This is an optimization exercise on Yosys and OpenROAD, whose aim is small area and a short achievable clock period, not a production implementation. Where RTL was checked, it was by simulation tests only, not by an equivalence proof against the original. Function not checked in run 1: the RTL went through the layout flow alone. No activity file was given, so power comes from the tool's default toggle rates.

==> flow/design.v (outline; a module is shown in full before it is edited, if it fits) <==
// module alu_design: 1070 lines
module alu_design #(parameter W = 16, parameter N = 4) (
  clock, reset, CE, INP_valid, MODE, CMD, OPA, OPB, CIN, ERR, RES, OV, COUT, G, L, E);
  // ...
==> flow/run.sh <==
#!/bin/bash
# synth_recipe.tcl (not shown) runs the flow's synth.tcl, then flattens the netlist and writes it again
# the make line also repeats each setting of config.mk as NAME=value (left out here)
make -C /OpenROAD-flow-scripts/flow DESIGN_CONFIG=/design/flow/config.mk WORK_HOME=/design/flow/orfs CLKGATE_MAP_FILE= SYNTH_SCRIPT=/design/flow/synth_recipe.tcl finish
==> flow/config.mk <==
export PLATFORM = sky130hd
export DESIGN_NAME = alu_design
export DESIGN_NICKNAME = alu_design
export VERILOG_FILES = /design/flow/design.v
export SDC_FILE = /design/flow/constraint.sdc
export NUM_CORES = 4
export LEC_CHECK = 0
export CAP_MARGIN = 20
export CORE_MARGIN = 2
export CORE_UTILIZATION = 75
export PLACE_DENSITY = 0.85
export SETUP_SLACK_MARGIN = 2.5
export SLEW_MARGIN = 20
==> flow/constraint.sdc <==
create_clock -name core_clock -period 8.3 [get_ports {clock}]
set_input_delay 1.6600 -clock core_clock [delete_from_list [all_inputs] [get_ports {clock}]]
set_output_delay 1.6600 -clock core_clock [all_outputs]
set_load 0.01 [all_outputs]
==> results.ini, run 1 <==
[clocking]
clkTransAtPathRegs_ns = 0.08
cts_root_buf = clkbuf_16
cts_resized = 2

[power]
pwr-share-clk_pct = 7.7
power_switching_share_pct = 50.2
powerComb_mw = 4.21
p_leak_nw = 7.90
power.switching_mw = 2.91

[run_status]
status = timing/DRC/antenna clean

[synthesis]
synth-simple-area-share_pct = 15.7
synth_seq_cells = 107
synth.top_cell.area_share_pct = 28.5

[final_layout]
final_cell_mix = inv_1, nor2_1, fa_1, ha_1, edfxtp_1
mostFrequentLayoutCell = inv_1
num-nets-final = 2251
fillers = 1321
post-route-util_pct = 82.0
postLayoutCellArea_mm2 = 0.0179
drive_gt1_share_pct = 7.26

[setup_path]
arrival_ns = 3.91
reg2reg_from = nb_r[5]
cp.required_ns = 6.64

[detailed_routing]
first_pass_iters = 9
wirelength_um = 50200
ant_nets = 0

[sta]
setup_viol = 0
worstMarginPinSlew_ns = 1.18

[grt]
met1_usage_pct = 52.3

[worst_hold_path]
holdCritStartpoint = l_r

[die]
die_height_um = 153
design.core.area_mm2 = 0.0218

==> run 2: changes to the inputs <==
--- a/flow/design.v
+++ b/flow/design.v
@@ -11,73 +11,28 @@
   input CIN;
   output reg ERR;
   output reg [2*W-1:0] RES;
   output reg OV;
   output reg COUT;
   output reg G;
   output reg L;
   output reg E;
-localparam KL = 8;     
-localparam KH = 27;    
 wire i_v01 = (INP_valid == 2'b01);
-wire i_v10 = (INP_valid == 2'b10);
 wire i_v11 = (INP_valid == 2'b11);
-wire i_a11 = MODE & i_v11;
-wire i_l11 = ~MODE & i_v11;
-wire i_l01 = ~MODE & i_v01;
-wire i_l10 = ~MODE & i_v10;
-wire i_add  = i_a11 & (CMD == 4'b0000);
-wire i_sub  = i_a11 & (CMD == 4'b0001);
-wire i_addc = i_a11 & (CMD == 4'b0010);
-wire i_subc = i_a11 & (CMD == 4'b0011);
-wire i_inca = MODE & i_v01 & (CMD == 4'b0100);
-wire i_deca = MODE & i_v01 & (CMD == 4'b0101);
-wire i_incb = MODE & i_v10 & (CMD == 4'b0110);
-wire i_decb = MODE & i_v10 & (CMD == 4'b0111);
-wire i_cmp  = i_a11 & (CMD == 4'b1000);
-wire i_mul  = i_a11 & ((CMD == 4'b1001) | (CMD == 4'b1010));
-wire i_sadd = i_a11 & (CMD == 4'b1011);
-wire i_ssub = i_a11 & (CMD == 4'b1100);
-wire i_sgn  = i_sadd | i_ssub;
-wire i_arith = i_add | i_sub | i_addc | i_subc | i_inca | i_deca | i_incb | i_decb | i_sgn;
-wire i_useb  = i_incb | i_decb;
-wire i_invb  = i_sub | i_subc | i_ssub;
-wire [W:0] i_op1 = i_useb ? {1'b0, OPB} : {OPA[W-1] & i_sgn, OPA};
-wire [W:0] i_op2 = (i_inca | i_incb) ? {(W+1){1'b0}} :
-                   (i_deca | i_decb) ? {(W+1){1'b1}} :
-                   ({OPB[W-1] & i_sgn, OPB} ^ {(W+1){i_invb}});
-wire i_c0 = i_sub | i_ssub | i_inca | i_incb | (i_addc & CIN) | (i_subc & ~CIN);
-wire [W+1:0] i_rc = {i_op1, 1'b1} + {i_op2, i_c0};    
-wire [W:0] i_r = i_rc[W+1:1];
-wire [W-1:0] i_lres =
-    ({W{i_l11 & (CMD == 4'b0000)}}  & (OPA & OPB)) |
-    ({W{i_l11 & (CMD == 4'b0001)}} & ~(OPA & OPB)) |
-    ({W{i_l11 & (CMD == 4'b0010)}}   & (OPA | OPB)) |
-    ({W{i_l11 & (CMD == 4'b0011)}}  & ~(OPA | OPB)) |
-    ({W{i_l11 & (CMD == 4'b0100)}}  & (OPA ^ OPB)) |
-    ({W{i_l11 & (CMD == 4'b0101)}} & ~(OPA ^ OPB)) |
-    ({W{i_l01 & (CMD == 4'b0110)}} & ~OPA) |
-    ({W{i_l10 & (CMD == 4'b0111)}} & ~OPB) |
-    ({W{i_l10 & (CMD == 4'b1010)}} & (OPB >> 1)) |
-    ({W{i_l10 & (CMD == 4'b1011)}} & (OPB << 1));
-wire i_logic = (i_l11 & (CMD <= 4'b0101)) | (i_l01 & (CMD == 4'b0110)) |
-               (i_l10 & ((CMD == 4'b0111) | (CMD == 4'b1010) | (CMD == 4'b1011)));
-wire i_rol  = i_l11 & (CMD == 4'b1100);
-wire i_ror  = i_l11 & (CMD == 4'b1101);
-wire i_shra = i_l01 & (CMD == 4'b1000);
-wire i_shla = i_l01 & (CMD == 4'b1001);
+wire i_rol  = ~MODE & i_v11 & (CMD == 4'b1100);
+wire i_ror  = ~MODE & i_v11 & (CMD == 4'b1101);
+wire i_shra = ~MODE & i_v01 & (CMD == 4'b1000);
+wire i_shla = ~MODE & i_v01 & (CMD == 4'b1001);
+wire i_mul  = MODE & i_v11 & ((CMD == 4'b1001) | (CMD == 4'b1010));
 wire i_rotbad = |OPB[W-1:5];
 wire i_rot  = (i_rol | i_ror) & ~i_rotbad;
 wire i_oneh = i_rot | i_shra | i_shla;
 wire [3:0] i_k = i_rol ? OPB[3:0] : i_ror ? (4'd0 - OPB[3:0]) : i_shla ? 4'd1 : 4'd15;
-wire i_eq = (OPA == OPB);
-wire i_lt = {OPA[W-1] ^ i_sgn, OPA[W-2:0]} < {OPB[W-1] ^ i_sgn, OPB[W-2:0]};
-wire i_csel = i_cmp | i_sgn;
-wire i_ovu = i_sub | i_deca | i_decb | (i_subc & ~(CIN & (&OPB)));
+wire [W-1:0] i_b = i_oneh ? (16'd1 << i_k) : OPB;
 reg i_err;
 always @(*) begin
   i_err = 1'b1;
   if (MODE) begin
     case (INP_valid)
       2'b01: i_err = ~((CMD == 4'b0100) | (CMD == 4'b0101));
       2'b10: i_err = ~((CMD == 4'b0110) | (CMD == 4'b0111));
       2'b11: i_err = (CMD > 4'b1100) | (CMD[3:2] == 2'b01);
@@ -87,41 +42,40 @@
     case (INP_valid)
       2'b01: i_err = ~((CMD == 4'b0110) | (CMD == 4'b1000) | (CMD == 4'b1001));
       2'b10: i_err = ~((CMD == 4'b0111) | (CMD == 4'b1010) | (CMD == 4'b1011));
       2'b11: i_err = ~((CMD <= 4'b0101) | (((CMD == 4'b1100) | (CMD == 4'b1101)) & ~i_rotbad));
       default: i_err = 1'b1;
     endcase
   end
 end
-wire [W:0]   i_a = i_arith ? i_r : i_logic ? {1'b0, i_lres} : {1'b0, OPA};
-wire [W-1:0] i_b = i_mul ? OPB : i_oneh ? (16'd1 << i_k) : {W{1'b0}};
 reg [W-1:0] na_r, nb_r;
-reg a16_r;
 reg [N-1:0] cmd_r;
 reg [1:0] valid_r;
-reg mode_r, err_r, ovu_r, g_r, l_r, e_r;
+reg mode_r, cin_r;
+reg mul_r, err_r;
 always @(posedge clock or posedge reset) begin
-  if (reset)
+  if (reset) begin
+    na_r    <= 0;
+    nb_r    <= 0;
+    cmd_r   <= 0;
     valid_r <= 0;
-  else if (CE)
+    mode_r  <= 0;
+    cin_r   <= 0;
+    mul_r   <= 0;
+    err_r   <= 0;
+  end else if (CE) begin
+    na_r    <= ~OPA;
+    nb_r    <= ~i_b;
+    cmd_r   <= CMD;
     valid_r <= INP_valid;
-end
-always @(posedge clock) begin
-  if (CE) begin
-    na_r  <= ~i_a[W-1:0];
-    a16_r <= i_a[W];
-    nb_r  <= ~i_b;
-    cmd_r <= CMD;
-    mode_r <= MODE;
-    err_r <= i_err;
-    ovu_r <= i_ovu;
-    g_r   <= i_csel & ~i_eq & ~i_lt;
-    l_r   <= i_csel & i_lt;
-    e_r   <= i_csel & i_eq;
+    mode_r  <= MODE;
+    cin_r   <= CIN;
+    mul_r   <= i_mul | i_oneh;
+    err_r   <= i_err;
   end
 end
 wire [W-1:0] opa_r = ~na_r;
 wire [W-1:0] opb_r = ~nb_r;
 wire ok  = ~err_r;
 wire v01 = ok & (valid_r == 2'b01);
 wire v10 = ok & (valid_r == 2'b10);
 wire v11 = ok & (valid_r == 2'b11);
@@ -135,33 +89,48 @@
 wire op_deca   = am & v01 & (cmd_r == 4'b0101);
 wire op_incb   = am & v10 & (cmd_r == 4'b0110);
 wire op_decb   = am & v10 & (cmd_r == 4'b0111);
 wire op_cmp    = am & v11 & (cmd_r == 4'b1000);
 wire op_muli   = am & v11 & (cmd_r == 4'b1001);
 wire op_muls   = am & v11 & (cmd_r == 4'b1010);
 wire op_sadd   = am & v11 & (cmd_r == 4'b1011);
 wire op_ssub   = am & v11 & (cmd_r == 4'b1100);
-wire sgn       = op_sadd | op_ssub;
-wire logic_op  = lm & ((v11 & (cmd_r <= 4'b0101)) | (v01 & (cmd_r == 4'b0110)) |
-                       (v10 & ((cmd_r == 4'b0111) | (cmd_r == 4'b1010) | (cmd_r == 4'b1011))));
+wire op_and    = lm & v11 & (cmd_r == 4'b0000);
+wire op_nand   = lm & v11 & (cmd_r == 4'b0001);
+wire op_or     = lm & v11 & (cmd_r == 4'b0010);
+wire op_nor    = lm & v11 & (cmd_r == 4'b0011);
+wire op_xor    = lm & v11 & (cmd_r == 4'b0100);
+wire op_xnor   = lm & v11 & (cmd_r == 4'b0101);
 wire rot_ok    = lm & v11 & ((cmd_r == 4'b1100) | (cmd_r == 4'b1101));
+wire op_nota   = lm & v01 & (cmd_r == 4'b0110);
 wire op_shra   = lm & v01 & (cmd_r == 4'b1000);
 wire op_shla   = lm & v01 & (cmd_r == 4'b1001);
+wire op_notb   = lm & v10 & (cmd_r == 4'b0111);
+wire op_shrb   = lm & v10 & (cmd_r == 4'b1010);
+wire op_shlb   = lm & v10 & (cmd_r == 4'b1011);
 wire err_comb = ~ok | (valid_r == 2'b00);
 wire r_v01 = (valid_r == 2'b01);
 wire r_v10 = (valid_r == 2'b10);
 wire r_v11 = (valid_r == 2'b11);
-wire r_muli = am & r_v11 & (cmd_r == 4'b1001);
-wire use_a  = (am & ((r_v11 & ~(cmd_r == 4'b1010)) | r_v01 | r_v10)) |
-              (lm & ((r_v11 & (cmd_r <= 4'b0101)) | r_v01 & (cmd_r == 4'b0110) | r_v10));
-wire [W:0] arow = {a16_r & use_a, opa_r & {W{use_a}}};
-wire [W:0] brow = {1'b0, opb_r & {W{r_muli}}};
-wire cin_eff = r_muli;
-wire [W-1:0] bm = opb_r;
+wire sgn     = op_sadd | op_ssub;
+wire r_sgn   = am & r_v11 & ((cmd_r == 4'b1011) | (cmd_r == 4'b1100));
+wire use_a   = am & ((r_v11 & ((cmd_r[3:2] == 2'b00) | (cmd_r == 4'b1001) | (cmd_r == 4'b1011) | (cmd_r == 4'b1100))) |
+                     (r_v01 & ((cmd_r == 4'b0100) | (cmd_r == 4'b0101))));
+wire ones_a  = am & r_v10 & (cmd_r == 4'b0111);
+wire use_b   = am & ((r_v11 & ((cmd_r[3:2] == 2'b00) | (cmd_r == 4'b1001) | (cmd_r == 4'b1011) | (cmd_r == 4'b1100))) |
+                     (r_v10 & ((cmd_r == 4'b0110) | (cmd_r == 4'b0111))));
+wire inv_b   = am & ((r_v11 & ((cmd_r == 4'b0001) | (cmd_r == 4'b0011) | (cmd_r == 4'b1100))) |
+                     (r_v01 & (cmd_r == 4'b0101)));
+wire cin_eff = am & ((r_v11 & ((cmd_r == 4'b0001) | (cmd_r == 4'b1100) | (cmd_r == 4'b1001) |
+                               ((cmd_r == 4'b0010) & cin_r) | ((cmd_r == 4'b0011) & ~cin_r))) |
+                     (r_v01 & (cmd_r == 4'b0100)) | (r_v10 & (cmd_r == 4'b0110)));
+wire [W:0] arow = {(opa_r[W-1] & r_sgn) | ones_a, (opa_r & {W{use_a}}) | {W{ones_a}}};
+wire [W:0] brow = {(opb_r[W-1] & r_sgn), opb_r & {W{use_b}}} ^ {(W+1){inv_b}};
+wire [W-1:0] bm = opb_r & {W{mul_r}};
 wire [2*W-1:0] tx, ty;
 wire pp0_0 = opa_r[0] & bm[0];
 wire pp0_1 = opa_r[0] & bm[1];
 wire pp0_2 = opa_r[0] & bm[2];
 wire pp0_3 = opa_r[0] & bm[3];
 wire pp0_4 = opa_r[0] & bm[4];
 wire pp0_5 = opa_r[0] & bm[5];
 wire pp0_6 = opa_r[0] & bm[6];
@@ -987,84 +956,59 @@
 assign tx[29] = hc19;
 assign ty[29] = hs20;
 wire hs21 = pp15_15 ^ fc234;
 wire hc21 = pp15_15 & fc234;
 assign tx[30] = hc20;
 assign ty[30] = hs21;
 assign tx[31] = hc21;
 assign ty[31] = 1'b0;
+wire [2*W-1:0] S = tx + ty;
+wire eq = (opa_r == opb_r);
+wire lt = {opa_r[W-1] ^ sgn, opa_r[W-2:0]} < {opb_r[W-1] ^ sgn, opb_r[W-2:0]};
+wire cmp_sel = op_cmp | sgn;
+wire [W-1:0] lres =
+    ({W{op_and}}  & (opa_r & opb_r)) |
+    ({W{op_nand}} & ~(opa_r & opb_r)) |
+    ({W{op_or}}   & (opa_r | opb_r)) |
+    ({W{op_nor}}  & ~(opa_r | opb_r)) |
+    ({W{op_xor}}  & (opa_r ^ opb_r)) |
+    ({W{op_xnor}} & ~(opa_r ^ opb_r)) |
+    ({W{op_nota}} & ~opa_r) |
+    ({W{op_notb}} & ~opb_r) |
+    ({W{op_shrb}} & (opb_r >> 1)) |
+    ({W{op_shlb}} & (opb_r << 1));
 wire ar_small = op_add | op_sub | op_addc | op_subc | op_inca | op_deca | op_incb | op_decb | sgn;
 wire sx       = op_sub | op_subc | op_deca | op_decb | sgn;
-wire [KL:0] lo_sum = tx[KL-1:0] + ty[KL-1:0];
-wire [2*W-KH-1:0] hi_sum = tx[2*W-1:KH] + ty[2*W-1:KH];
-wire c_lo  = ar_small | op_muli | rot_ok | op_shla | logic_op;   
-wire c_hi  = rot_ok | op_shra;                                   
-wire c_sh  = op_muls;                                            
-wire c_16  = ar_small | op_muli;                                 
-wire c_up  = op_muli;                                            
-wire c_sx  = sx;                                                 
-wire c_co  = op_add | op_addc | op_inca | op_incb;               
-wire c_ovu = ovu_r & (op_sub | op_subc | op_deca | op_decb);     
-wire c_ovs = sgn;                                                
-wire cmp_sel = op_cmp | sgn;
-reg [KL-1:0] s_lo;
-reg        s_cl;
-reg [KH-KL-1:0] s_mx, s_my;
-reg [2*W-KH-1:0] s_hi;
-reg q_lo, q_hi, q_sh, q_16, q_up, q_sx, q_co, q_ovu, q_ovs;
-reg q_g, q_l, q_e, q_err;
-always @(posedge clock) begin
-  if (CE) begin
-    s_lo  <= lo_sum[KL-1:0];
-    s_cl  <= lo_sum[KL];
-    s_mx  <= tx[KH-1:KL];
-    s_my  <= ty[KH-1:KL];
-    s_hi  <= hi_sum;
-  end
-end
+wire sel_lo   = ar_small | op_muli | rot_ok | op_shla;
+wire sel_hi   = rot_ok | op_shra;
+wire [2*W-1:0] res_comb =
+    ({2*W{ar_small}} & {{(W-1){S[W] & sx}}, S[W:0]}) |
+    ({2*W{op_muli}}  & S) |
+    ({2*W{op_muls}}  & {S[2*W-2:0], 1'b0}) |
+    {{W{1'b0}}, ({W{sel_lo}} & S[W-1:0]) | ({W{sel_hi}} & S[2*W-1:W]) | lres};
+wire cout_comb = S[W] & (op_add | op_addc | op_inca | op_incb);
+wire ov_comb   = (S[W] & (op_sub | op_deca | op_decb)) |
+                 (S[W] & op_subc & ~(cin_r & (&opb_r))) |
+                 ((S[W] ^ S[W-1]) & sgn);
+wire e_comb = cmp_sel & eq;
+wire l_comb = cmp_sel & lt;
+wire g_comb = cmp_sel & ~eq & ~lt;
 always @(posedge clock or posedge reset) begin
   if (reset) begin
-    q_lo  <= 0;
-    q_hi  <= 0;
-    q_sh  <= 0;
-    q_16  <= 0;
-    q_up  <= 0;
-    q_sx  <= 0;
-    q_co  <= 0;
-    q_ovu <= 0;
-    q_ovs <= 0;
-    q_g   <= 0;
-    q_l   <= 0;
-    q_e   <= 0;
-    q_err <= 0;
+    RES  <= 0;
+    COUT <= 0;
+    OV   <= 0;
+    G    <= 0;
+    L    <= 0;
+    E    <= 0;
+    ERR  <= 0;
   end else if (CE) begin
-    q_lo  <= c_lo;
-    q_hi  <= c_hi;
-    q_sh  <= c_sh;
-    q_16  <= c_16;
-    q_up  <= c_up;
-    q_sx  <= c_sx;
-    q_co  <= c_co;
-    q_ovu <= c_ovu;
-    q_ovs <= c_ovs;
-    q_g   <= g_r & cmp_sel;
-    q_l   <= l_r & cmp_sel;
-    q_e   <= e_r & cmp_sel;
-    q_err <= err_comb;
+    RES  <= res_comb;
+    COUT <= cout_comb;
+    OV   <= ov_comb;
+    G    <= g_comb;
+    L    <= l_comb;
+    E    <= e_comb;
+    ERR  <= err_comb;
   end
 end
-wire [KH-KL:0] mid_sum = s_mx + s_my + s_cl;
-wire [2*W-KH-1:0] hi_fin = s_hi + mid_sum[KH-KL];
-wire [2*W-1:0] S = {hi_fin, mid_sum[KH-KL-1:0], s_lo};
-always @(*) begin
-  RES = ({2*W{q_sh}} & {S[2*W-2:0], 1'b0}) |
-        {({(W-1){q_up}} & S[2*W-1:W+1]) | {(W-1){q_sx & S[W]}},
-         q_16 & S[W],
-         ({W{q_lo}} & S[W-1:0]) | ({W{q_hi}} & S[2*W-1:W])};
-  COUT = q_co & S[W];
-  OV   = (q_ovu & S[W]) | (q_ovs & (S[W] ^ S[W-1]));
-  G    = q_g;
-  L    = q_l;
-  E    = q_e;
-  ERR  = q_err;
-end
 endmodule
==> flow/flow/run.sh (new file) <==
#!/bin/bash
# Own layout flow: the standard synthesis; then the combinational logic
# between the flip-flops and the full/half adder cells is cleaned up and mapped
# again (full adders rebuilt on inverted signals where that saves inverters,
# then ABC without its buffering and sizing steps, which the layout's own
# repair does with real wires); the result is proven equivalent to the standard
# netlist, else the standard netlist is kept; then the standard layout.
# Every tool writes its full output to a log of its own in this folder.
set -uo pipefail
W=$(pwd); F=$W/flow
R=$W/orfs/results/sky130hd/alu_design/base
O=$W/orfs/objects/sky130hd/alu_design/base
L=$W/orfs/logs/sky130hd/alu_design/base
LIB=$FLOW_HOME/platforms/sky130hd/lib/sky130_fd_sc_hd__tt_025C_1v80.lib

bash standard.sh synth > $W/std_synth.log 2>&1 || { echo "standard synthesis failed"; exit 1; }
cp $R/1_2_yosys.v $W/std_netlist.v

cat > $W/abc_nobuf.script <<EOT
&get -n
&st
&dch
&nf
&st
&syn2
&if -g -K 6
&synch2
&nf
&st
&syn2
&if -g -K 6
&synch2
&nf
&st
&syn2
&if -g -K 6
&synch2
&nf
&st
&syn2
&if -g -K 6
&synch2
&nf
&st
&syn2
&if -g -K 6
&synch2
&nf
&put
EOT
DONT=$(grep -o -- "-dont_use [A-Za-z0-9_]*" $L/1_2_yosys.log | sort -u | tr '\n' ' ')
cat > $W/resynth.ys <<EOT
read_verilog $W/comb_cells.v
read_verilog $W/stubs.v
read_verilog $W/fixpol.v
hierarchy -top alu_design
flatten
opt_clean -purge
techmap
opt -fast
abc -script $W/abc_nobuf.script -liberty $LIB $DONT -constr $O/abc.constr -D 8300
opt_clean -purge
hilomap -singleton -hicell sky130_fd_sc_hd__conb_1 HI -locell sky130_fd_sc_hd__conb_1 LO
insbuf -buf sky130_fd_sc_hd__buf_4 A X
splitnets
opt_clean -purge
tee -o $W/resynth_stat.txt stat -liberty $LIB
write_verilog -noattr -nohex -nodec $W/resynth.v
EOT
ok=0
if python3 $F/mkcells.py $LIB $W/comb_cells.v > $W/mkcells.log 2>&1 &&
   python3 $F/mkstubs.py $LIB $W/comb_cells.v $W/std_netlist.v $W/stubs.v > $W/mkstubs.log 2>&1 &&
   python3 $F/fixpol.py $W/std_netlist.v $W/fixpol.v > $W/fixpol.log 2>&1 &&
   yosys -q -l $W/resynth.log $W/resynth.ys > /dev/null 2>&1 &&
   bash $F/equiv.sh $W/std_netlist.v $W/resynth.v $W/eq $W/comb_cells.v > $W/equiv.log 2>&1; then
  ok=1
fi
if [ $ok = 1 ]; then
  cp $W/resynth.v $R/1_2_yosys.v
  touch $R/1_2_yosys.v
  echo "layout from the re-mapped netlist (proven equivalent)"
else
  echo "re-mapping failed or not proven; layout from the standard netlist"
fi
bash standard.sh > $W/layout.log 2>&1 || { echo "layout failed"; tail -20 $W/layout.log; exit 1; }
[ -f $W/out/final.def ] || { echo "no final.def"; exit 1; }
echo done
==> flow/flow/cutff.py (new file) <==
#!/usr/bin/env python3
"""Cut every flip-flop of a mapped netlist: its outputs become input ports and
its data and reset inputs become output ports, named after the flip-flop
instance, so that two netlists with the same flip-flops can be compared as
combinational logic.  usage: cutff.py IN.v OUT.v"""
import re, sys
src = open(sys.argv[1]).read()
cell_re = re.compile(r"^  (sky130_fd_sc_hd__(?:s?df|s?edf)\w+) (\S+)\s+\((.*?)\n  \);\n", re.S | re.M)
pin_re = re.compile(r"\.(\w+)\((.*?)\)(?:,)?\s*$", re.M)
ffs = []
def sub(m):
    pins = [(p, n.strip()) for p, n in pin_re.findall(m.group(3))]
    ffs.append((m.group(2), pins))
    return ""
body = cell_re.sub(sub, src)
ffs.sort()
decl, assigns, newports = [], [], []
fmt = lambda n: n + " " if n.startswith("\\") else n
for name, pins in ffs:
    tag = re.sub(r"[^A-Za-z0-9_]", "_", name.lstrip("\\"))
    for p, n in pins:
        if p in ("CLK", "CLK_N") or n == "":
            continue
        port = f"ff_{p}_{tag}"
        newports.append(port)
        if p in ("Q", "Q_N"):
            decl.append(f"  input {port};")
            assigns.append(f"  assign {fmt(n)} = {port};")
        else:
            decl.append(f"  output {port};")
            assigns.append(f"  assign {port} = {fmt(n)};")
body = re.sub(r"module (\w+)\((.*?)\);", lambda m: f"module {m.group(1)}({m.group(2)}, {', '.join(newports)});\n" + "\n".join(decl), body, count=1, flags=re.S)
body = body.replace("endmodule", "\n".join(assigns) + "\nendmodule")
open(sys.argv[2], "w").write(body)
print(f"cutff: {len(ffs)} flip-flops cut")
==> flow/flow/equiv.sh (new file) <==
#!/bin/bash
# equiv.sh GOLD.v GATE.v DIR CELLS.v : prove two netlists with the same flip-flops
# equivalent (flip-flops cut into inputs and outputs, then an ABC proof of the miter)
set -e
G=$1; T=$2; D=$3; C=$4; H=$(dirname $(readlink -f $0))
mkdir -p $D
python3 $H/cutff.py $G $D/eq_gold.v
python3 $H/cutff.py $T $D/eq_gate.v
sed -i 's/^module alu_design(/module gold(/' $D/eq_gold.v
sed -i 's/^module alu_design(/module gate(/' $D/eq_gate.v
cat > $D/fa_ha.v <<EOT
module sky130_fd_sc_hd__fa_1(A, B, CIN, COUT, SUM); input A, B, CIN; output COUT, SUM;
  assign SUM = A ^ B ^ CIN; assign COUT = (A & B) | (A & CIN) | (B & CIN); endmodule
module sky130_fd_sc_hd__ha_1(A, B, COUT, SUM); input A, B; output COUT, SUM;
  assign SUM = A ^ B; assign COUT = A & B; endmodule
EOT
cat > $D/eq.ys <<EOT
read_verilog $C
read_verilog $D/fa_ha.v
read_verilog $D/eq_gold.v
read_verilog $D/eq_gate.v
flatten
hierarchy -check
proc; opt_clean
miter -equiv -flatten gold gate miter
hierarchy -top miter
flatten; opt -fast; techmap; opt -fast; aigmap
write_aiger -zinit $D/miter.aig
EOT
yosys -q -l $D/eq_yosys.log $D/eq.ys > /dev/null 2>&1
yosys-abc -c "read_aiger $D/miter.aig; print_stats; strash; iprove" > $D/eq_abc.log 2>&1
cat $D/eq_abc.log
N=$(grep -o "and = *[0-9]*" $D/eq_abc.log | head -1 | grep -o "[0-9]*$")
[ "${N:-0}" -gt 100 ] || { echo "miter looks empty"; exit 1; }
grep -q "^UNSATISFIABLE" $D/eq_abc.log
==> flow/flow/fixpol.py (new file) <==
#!/usr/bin/env python3
"""Inverter clean-up on a mapped sky130hd netlist written by Yosys.

A full adder is self-dual: FA(~a, ~b, ~c) = (~cout, ~sum).  Yosys's full-adder
extraction often leaves full adders whose inputs or outputs pass through
inverters.  This pass chooses, for every full adder, whether to build it on
inverted signals, so as to need as few inverters as possible, and then shares
one inverter per signal that is still needed in both polarities.

usage: fixpol.py IN.v OUT.v
"""
import re, sys

OUT_PINS = {"X", "Y", "Q", "Q_N", "SUM", "COUT", "HI", "LO"}
INV_RE = re.compile(r"sky130_fd_sc_hd__(clk)?inv_\d+$")
FA_RE = re.compile(r"sky130_fd_sc_hd__fa_\d+$")

src = open(sys.argv[1]).read()
cell_re = re.compile(r"^  (sky130_fd_sc_hd__\w+) (\S+)\s+\((.*?)\n  \);\n", re.S | re.M)
pin_re = re.compile(r"\.(\w+)\((.*?)\)(?:,)?\s*$", re.M)

cells = []
first = last = None
for m in cell_re.finditer(src):
    if first is None:
        first = m.start()
    last = m.end()
    pins = [(p, n.strip()) for p, n in pin_re.findall(m.group(3))]
    cells.append([m.group(1), m.group(2), pins])
head, tail = src[:first], src[last:]
assert src[first:last].count(" (\n") == len(cells), "unparsed cells"
assert src.count(" (\n") == len(cells), "cells outside the body"
assert "assign" not in src[first:last]

ports = set()
for m in re.finditer(r"^\s*(input|output)\s+(\[(\d+):(\d+)\]\s+)?(\S+);", head, re.M):
    if m.group(2):
        hi, lo = int(m.group(3)), int(m.group(4))
        for i in range(min(hi, lo), max(hi, lo) + 1):
            ports.add(f"{m.group(5)}[{i}]")
    else:
        ports.add(m.group(5))

def is_inv(c): return INV_RE.match(c[0]) is not None
def is_fa(c): return FA_RE.match(c[0]) is not None

driver = {}
for ci, c in enumerate(cells):
    for p, n in c[2]:
        if p in OUT_PINS:
            driver[n] = (ci, p)

# inverters that drive a port are kept as they are
keep_inv = set()
for ci, c in enumerate(cells):
    if is_inv(c):
        out = dict(c[2])["Y"]
        if out in ports:
            keep_inv.add(ci)

def root(n):
    par = 0
    seen = 0
    while n in driver and is_inv(cells[driver[n][0]]) and driver[n][0] not in keep_inv:
        n = dict(cells[driver[n][0]][2])["A"]
        par ^= 1
        seen += 1
        assert seen < 100
    return n, par

fas = [ci for ci, c in enumerate(cells) if is_fa(c)]
fa_index = {ci: k for k, ci in enumerate(fas)}
flip = [0] * len(fas)

# requirements: (root, parity, owner) where owner is an FA index or None
reqs = {}      # root -> list of [parity, owner]
for ci, c in enumerate(cells):
    if is_inv(c) and ci not in keep_inv:
        continue
    owner = fa_index.get(ci)
    for p, n in c[2]:
        if p in OUT_PINS:
            continue
        if n.startswith("1'") or n == "":
            continue
        r, par = root(n)
        reqs.setdefault(r, []).append((par, owner))

def produced(r):
    d = driver.get(r)
    if d is not None and d[0] in fa_index:
        return flip[fa_index[d[0]]]
    return 0

def cost_root(r):
    q = produced(r)
    for par, owner in reqs.get(r, []):
        f = flip[owner] if owner is not None else 0
        if par ^ f != q:
            return 1
    return 0

# roots touched by each FA (its input roots and its output nets)
fa_roots = []
for ci in fas:
    rs = set()
    for p, n in cells[ci][2]:
        if p in OUT_PINS:
            rs.add(n)
        elif not n.startswith("1'"):
            rs.add(root(n)[0])
    fa_roots.append(rs)

def total():
    return sum(cost_root(r) for r in reqs)

before = total()
improved = True
passes = 0
while improved and passes < 50:
    improved = False
    passes += 1
    for k in range(len(fas)):
        rs = fa_roots[k]
        c0 = sum(cost_root(r) for r in rs)
        flip[k] ^= 1
        c1 = sum(cost_root(r) for r in rs)
        if c1 < c0:
            improved = True
        else:
            flip[k] ^= 1
after = total()

# rebuild
newwires = []
cnt = [0]
def fresh():
    cnt[0] += 1
    n = f"_pol{cnt[0]}_"
    newwires.append(n)
    return n

prod_net = {}   # root -> net carrying the produced polarity
inv_net = {}    # root -> net carrying the other polarity
new_inv = []
for r in reqs:
    q = produced(r)
    prod_net[r] = r if q == 0 else fresh()

def net_for(r, pol):
    q = produced(r)
    if pol == q:
        return prod_net.get(r, r)
    if r not in inv_net:
        inv_net[r] = fresh()
        new_inv.append((prod_net.get(r, r), inv_net[r]))
    return inv_net[r]

out_cells = []
for ci, c in enumerate(cells):
    if is_inv(c) and ci not in keep_inv:
        continue
    owner = fa_index.get(ci)
    f = flip[owner] if owner is not None else 0
    pins = []
    for p, n in c[2]:
        if p in OUT_PINS:
            if owner is not None and f and n in prod_net:
                n = prod_net[n]
            elif owner is not None and f:
                n = fresh()     # unused output of a flipped adder
            pins.append((p, n))
        elif n.startswith("1'") or n == "":
            pins.append((p, n))
        else:
            r, par = root(n)
            pins.append((p, net_for(r, par ^ f)))
    out_cells.append((c[0], c[1], pins))
for k, (a, y) in enumerate(new_inv):
    out_cells.append(("sky130_fd_sc_hd__inv_1", f"_polinv{k}_", [("A", a), ("Y", y)]))

def fmt(n):
    return n if not n.startswith("\\") else n + " "
body = []
for t, name, pins in out_cells:
    body.append(f"  {t} {name} (\n" + ",\n".join(f"    .{p}({fmt(n)})" for p, n in pins) + "\n  );\n")
wires = "".join(f"  wire {w};\n" for w in newwires)
open(sys.argv[2], "w").write(head + wires + "".join(body) + tail)
ninv_old = sum(1 for c in cells if is_inv(c))
print(f"fixpol: {len(fas)} full adders, {sum(flip)} flipped; inverters {ninv_old} -> "
      f"{len(keep_inv) + len(new_inv)} (signals needing an inverter {before} -> {after})")
==> flow/flow/mkcells.py (new file) <==
#!/usr/bin/env python3
"""Write Verilog models of the library's combinational cells (from their
liberty functions), plus full and half adders, for re-mapping and for the
equivalence check.  usage: mkcells.py LIB OUT_COMB.v"""
import re, sys
t = open(sys.argv[1]).read()
out = []
for blk in re.split(r'\n\s*cell\s*\(\s*"?', t)[1:]:
    name = re.match(r'(\w+)', blk).group(1)
    if re.search(r'\b(ff|latch|statetable)\s*\(', blk) or re.search(r'__(fa|ha)_\d', name):
        continue
    pins = re.findall(r'pin\s*\(\s*"?(\w+)"?\s*\)\s*\{(.*?)\n\s{8}\}', blk, re.S)
    ins, outs, bad = [], [], False
    for pn, pb in pins:
        d = re.search(r'direction\s*:\s*"?(\w+)', pb)
        if not d:
            continue
        if d.group(1) == 'input':
            ins.append(pn)
        elif d.group(1) == 'output':
            f = re.search(r'function\s*:\s*"([^"]*)"', pb)
            if not f:
                bad = True
                break
            outs.append((pn, f.group(1)))
    if bad or not outs:
        continue
    def conv(f):
        f = f.replace('!', '~').replace('*', '&').replace('+', '|')
        f = re.sub(r'\)\s*\(', ')&(', f)
        f = re.sub(r'(\w)\s+(\w)', r'\1&\2', f)
        f = re.sub(r'(\w)\s+\(', r'\1&(', f)
        f = re.sub(r'\)\s+(\w)', r')&\1', f)
        return f
    body = [f"  input {i};" for i in ins] + [f"  output {o};" for o, _ in outs] + \
           [f"  assign {o} = {conv(f)};" for o, f in outs]
    out.append(f"module {name}({', '.join(ins + [o for o, _ in outs])});\n" + "\n".join(body) + "\nendmodule\n")
open(sys.argv[2], 'w').write("".join(out))
print(f"mkcells: {len(out)} combinational cells")
==> flow/flow/mkstubs.py (new file) <==
#!/usr/bin/env python3
"""Black-box declarations for the cells of a netlist that have no combinational
model (flip-flops, full and half adders), from the liberty pin directions.
usage: mkstubs.py LIB COMB.v NETLIST.v OUT.v"""
import re, sys
lib, comb, net, out = sys.argv[1:5]
have = set(re.findall(r"^module (\w+)\(", open(comb).read(), re.M))
used = set(re.findall(r"^\s*(sky130_fd_sc_hd__\w+)\s", open(net).read(), re.M))
t = open(lib).read()
res = []
for c in sorted(used - have):
    m = re.search(r'\n\s*cell\s*\(\s*"?' + c + r'"?\s*\)(.*?)(\n\s*cell\s*\(|\Z)', t, re.S)
    pins = re.findall(r'pin\s*\(\s*"?(\w+)"?\s*\)\s*\{[^{}]*?direction\s*:\s*"?(\w+)', m.group(1), re.S)
    decl = [f"{'input' if d == 'input' else 'output'} {p};" for p, d in pins]
    res.append(f"(* blackbox *) module {c}({', '.join(p for p, _ in pins)}); {' '.join(decl)} endmodule\n")
    print(c, pins)
open(out, "w").write("".join(res))
==> flow/standard.sh (new file) <==
#!/bin/bash
# synth_recipe.tcl (not shown) runs the flow's synth.tcl, then flattens the netlist and writes it again
# the make line also repeats each setting of config.mk as NAME=value (left out here)
make -C /OpenROAD-flow-scripts/flow DESIGN_CONFIG=/design/flow/config.mk WORK_HOME=/design/flow/orfs CLKGATE_MAP_FILE= SYNTH_SCRIPT=/design/flow/synth_recipe.tcl "${@:-finish}"
==> flow/config.mk (replaced) <==
export PLATFORM = sky130hd
export DESIGN_NAME = alu_design
export DESIGN_NICKNAME = alu_design
export VERILOG_FILES = /design/flow/design.v
export SDC_FILE = /design/flow/constraint.sdc
export NUM_CORES = 4
export LEC_CHECK = 0
export CAP_MARGIN = 20
export CORE_MARGIN = 2
export CORE_UTILIZATION = 65
export PLACE_DENSITY = 0.75
export SETUP_SLACK_MARGIN = 1.5
export SLEW_MARGIN = 20
removed: flow/run.sh
==> run 2 against run 1 <==
Worst setup slack worse by 1.2 ns; critical path depth rose by 12; flip-flop and latch count fell by 27; via count is 6.1% lower; global-route usage fell by 0.70 points; count of clock-buffer cells in the layout is 1 higher.
==> results.ini, run 2 <==
[final_layout]
reg_top3 = RES x32, na_r x16, nb_r x16
final_cell_mix = nor2_1, fa_1, clkinv_1, nand3_1, ha_1
regMostFlops = RES
num-nets-final = 2101  ; -6.7%
drive_gt1_share_pct = 11.5  ; +4.2 points
multiInputGateArea_mm2 = 0.0120
mostFrequentLayoutCell = nor2_1
antenna_cells = 0
postLayoutCellArea_mm2 = 0.0167  ; -6.8%
largest_reg_flops = 32
seq_area_mm2 = 0.00203
fillers = 1556  ; +18%
final_cell_count_no_fill = 2013
area_growth_pct = 16.7

[die]
dieArea_mm2 = 0.0232
fp.dieW_um = 152
start_util_pct = 65.9
io_pins = 81
rows = 54
design.core.area_mm2 = 0.0217  ; -0.62%
die_height_um = 152  ; -0.56%

[sta]
fmax_mhz = 148
max_slew_margin_pct = 14.9
finalMaxSlewViolations = 0
setup_viol = 0  ; unchanged
finClkSkew_ns = 0.0131
rsz0062_at_grt = true
worstMarginPinSlew_ns = 1.27  ; +0.0906 ns
layout_min_cycle_time_ns = 6.77
finalSetupTns_ns = 0
hold_viol = 0
finalCritPeriodShare_pct = 81.6

[detailed_routing]
num_vias = 13500
wire_per_inst_um = 24.8
routed_via_density = 6.72
drcViolationCount = 0
wirelength_um = 49800  ; -0.63%
ant_nets = 0  ; unchanged
first_pass_iters = 6  ; -3
drtIter0Drc = 1751

[synthesis]
synth.avg_cell_area_um2 = 8.98
netlist_instances = 1591
syn-num-nets = 1964
syn-cell-area_mm2 = 0.0143
yosysWarnings = 1

[clocking]
cts_made_buffers = 9
clkTransAtPathRegs_ns = 0.07  ; about the same
clk_latency_ns = 0.36
cts_root_buf = clkbuf_16
cts_num_sinks = 80
clk_path_buf_depth = 2
htree_levels = 3
cts_tree = built

[placement]
port_buffers = 80
place_congestion = 0.994
place_inst = 1959
dpl-instance-area_mm2 = 0.0156
dp_hpwl_um = 37100

[power]
comb_power_share_pct = 77.3
power_switching_share_pct = 52.4  ; +2.2 points
power.switching_mw = 2.15  ; -26%
intPower_mw = 1.96
seq_power_share_pct = 11.8
p_leak_nw = 7.03  ; -11%
p_per_area_mw_per_mm2 = 246
pwr-share-clk_pct = 11.0  ; +3.3 points
vdd_drop_max_mv = 0.265

[setup_path]
cp.required_ns = 8.53  ; +1.89 ns
cp-start-kind = register
crit_type = reg -> reg
path_max_fanout = 8
arrival_ns = 7.00  ; +3.09 ns
endpoint_kind = register

[worst_hold_path]
worstHoldPathType = reg -> reg

[grt]
grt_pass1_vias = 13300
grt_pass1_wl_um = 75800
gr-total-overflow = 0
grt_max_degree = 81
track_usage_pct = 42.4
antenna_found_initial = 1

[run]
maxCapViolCount = 0

[run_status]
status = timing/DRC/antenna clean

[run 2: stage by stage]
stage | hold slack [ns] | total power, mW | worst slack, ns | utilization (%)
floorplan | 0.452 | 2.27 | 1.41 | -
global placement | 0.460 | 3.07 | 0.755 | 72.0
detailed placement | 0.468 | 3.12 | 0.714 | 72.0
CTS | 0.481 | 3.69 | 1.48 | 74.7
global route | 0.500 | 4.30 | 1.29 | 76.9
finish | 0.480 | 4.11 | 1.53 | 76.9
[run 2: per-layer routing]
layer	share of wire [%]	up-vias	global-route usage, %
li1	-	5715	-
met1	38	6484	57.8
met2	43	1071	63.2
met3	13	248	12.5
met4	5.9	2	19.4
met5	0.026	-	0
[run 2: cell type report]
type / instances / area share, %
inverter: 143 / 3.45
sequential: 80 / 12.2
tap: 280 / 2.10
clock inverter: 6 / 0.555
clock buffer: 10 / 1.43
multi-input combinational: 1336 / 71.7
timing repair buffer: 158 / 8.56
[run 2: worst max-delay path, stage by stage (launching register included)]
cell and delay (ns):
dfrtp_2 0.50, clkinvlp_4 0.16, buf_4 0.19, nand3_1 0.12, fa_1 0.56, clkinv_1 0.12, fa_1 0.50, fa_1 0.46
fa_1 0.47, fa_1 0.58, fa_1 0.47, ha_1 0.35, ha_4 0.31, nand3_2 0.14, or2_4 0.32, o221ai_2 0.23
o21ai_0 0.17, o211ai_1 0.25, o21ai_2 0.12, xnor2_2 0.20, a221oi_1 0.35, nor2_1 0.07
[run 2: repair_timing]
action | CTS | global route
pin swaps | 1 | 13
gates cloned | 0 | 0
hold buffers | 0 | 0
setup buffers | 7 | 31
resized for setup | 58 | 52
endpoints found under the hold margin | 0 | 0
setup endpoints to repair | 33 | 30
[run 2: worst paths after layout]
check | startpoint | endpoint | slack (ns) | cells past startpoint
max | nb_r[3] | RES[14] | 1.53 | 21
min | RES[24] | RES[24] | 0.48 | 1
max reg2reg | nb_r[3] | RES[14] | 1.53 | 21
min reg2reg | RES[24] | RES[24] | 0.48 | 1
max in group asynchronous | reset | mul_r | 5.56 | 3
min in group asynchronous | reset | RES[17] | 1.64 | 2
[run 2: power by group through the flow]
stage          clock (mW)  combinational (mW)  sequential (mW)
2_1_floorplan           0                1.77            0.502
3_3_place_gp            0                2.58            0.493
3_5_place_dp            0                2.63            0.495
4_1_cts             0.450                2.75            0.484
5_1_grt             0.467                3.34            0.486
6_report            0.451                3.17            0.483

==> afterwards: timing with drivers on the ports <==
How much do the figures lean on ideal ports? The routed layouts below were timed once more, with nothing changed but the port constraints. Step 1, drivers: a clkbuf_16 drives clock and a buf_2 each remaining input, both assumed. Step 2 moves the port delays by t, midway between the first and last clock arrival at a register: inputs arrive t later, outputs are due t later. That takes back most of the time a late clock gives input paths. Slacks: no drivers / after step 1 / after step 2; pairs: no drivers / after step 1.
run	shift t [ns]	setup WS [ns]	worst setup path after step 2	worst slew at a driven data input, ns	pins driven straight from the clock port
run 1	0.414	2.728 / 2.679 / 2.412	input to register	0.04	1
run 2	0.398	1.528 / 1.528 / 1.528	register to register	0.03	1
After both steps setup and hold are still met in every run listed. The setup slack of run 1, which loses most, moves by -0.049 ns with the drivers and by -0.316 ns with both steps.
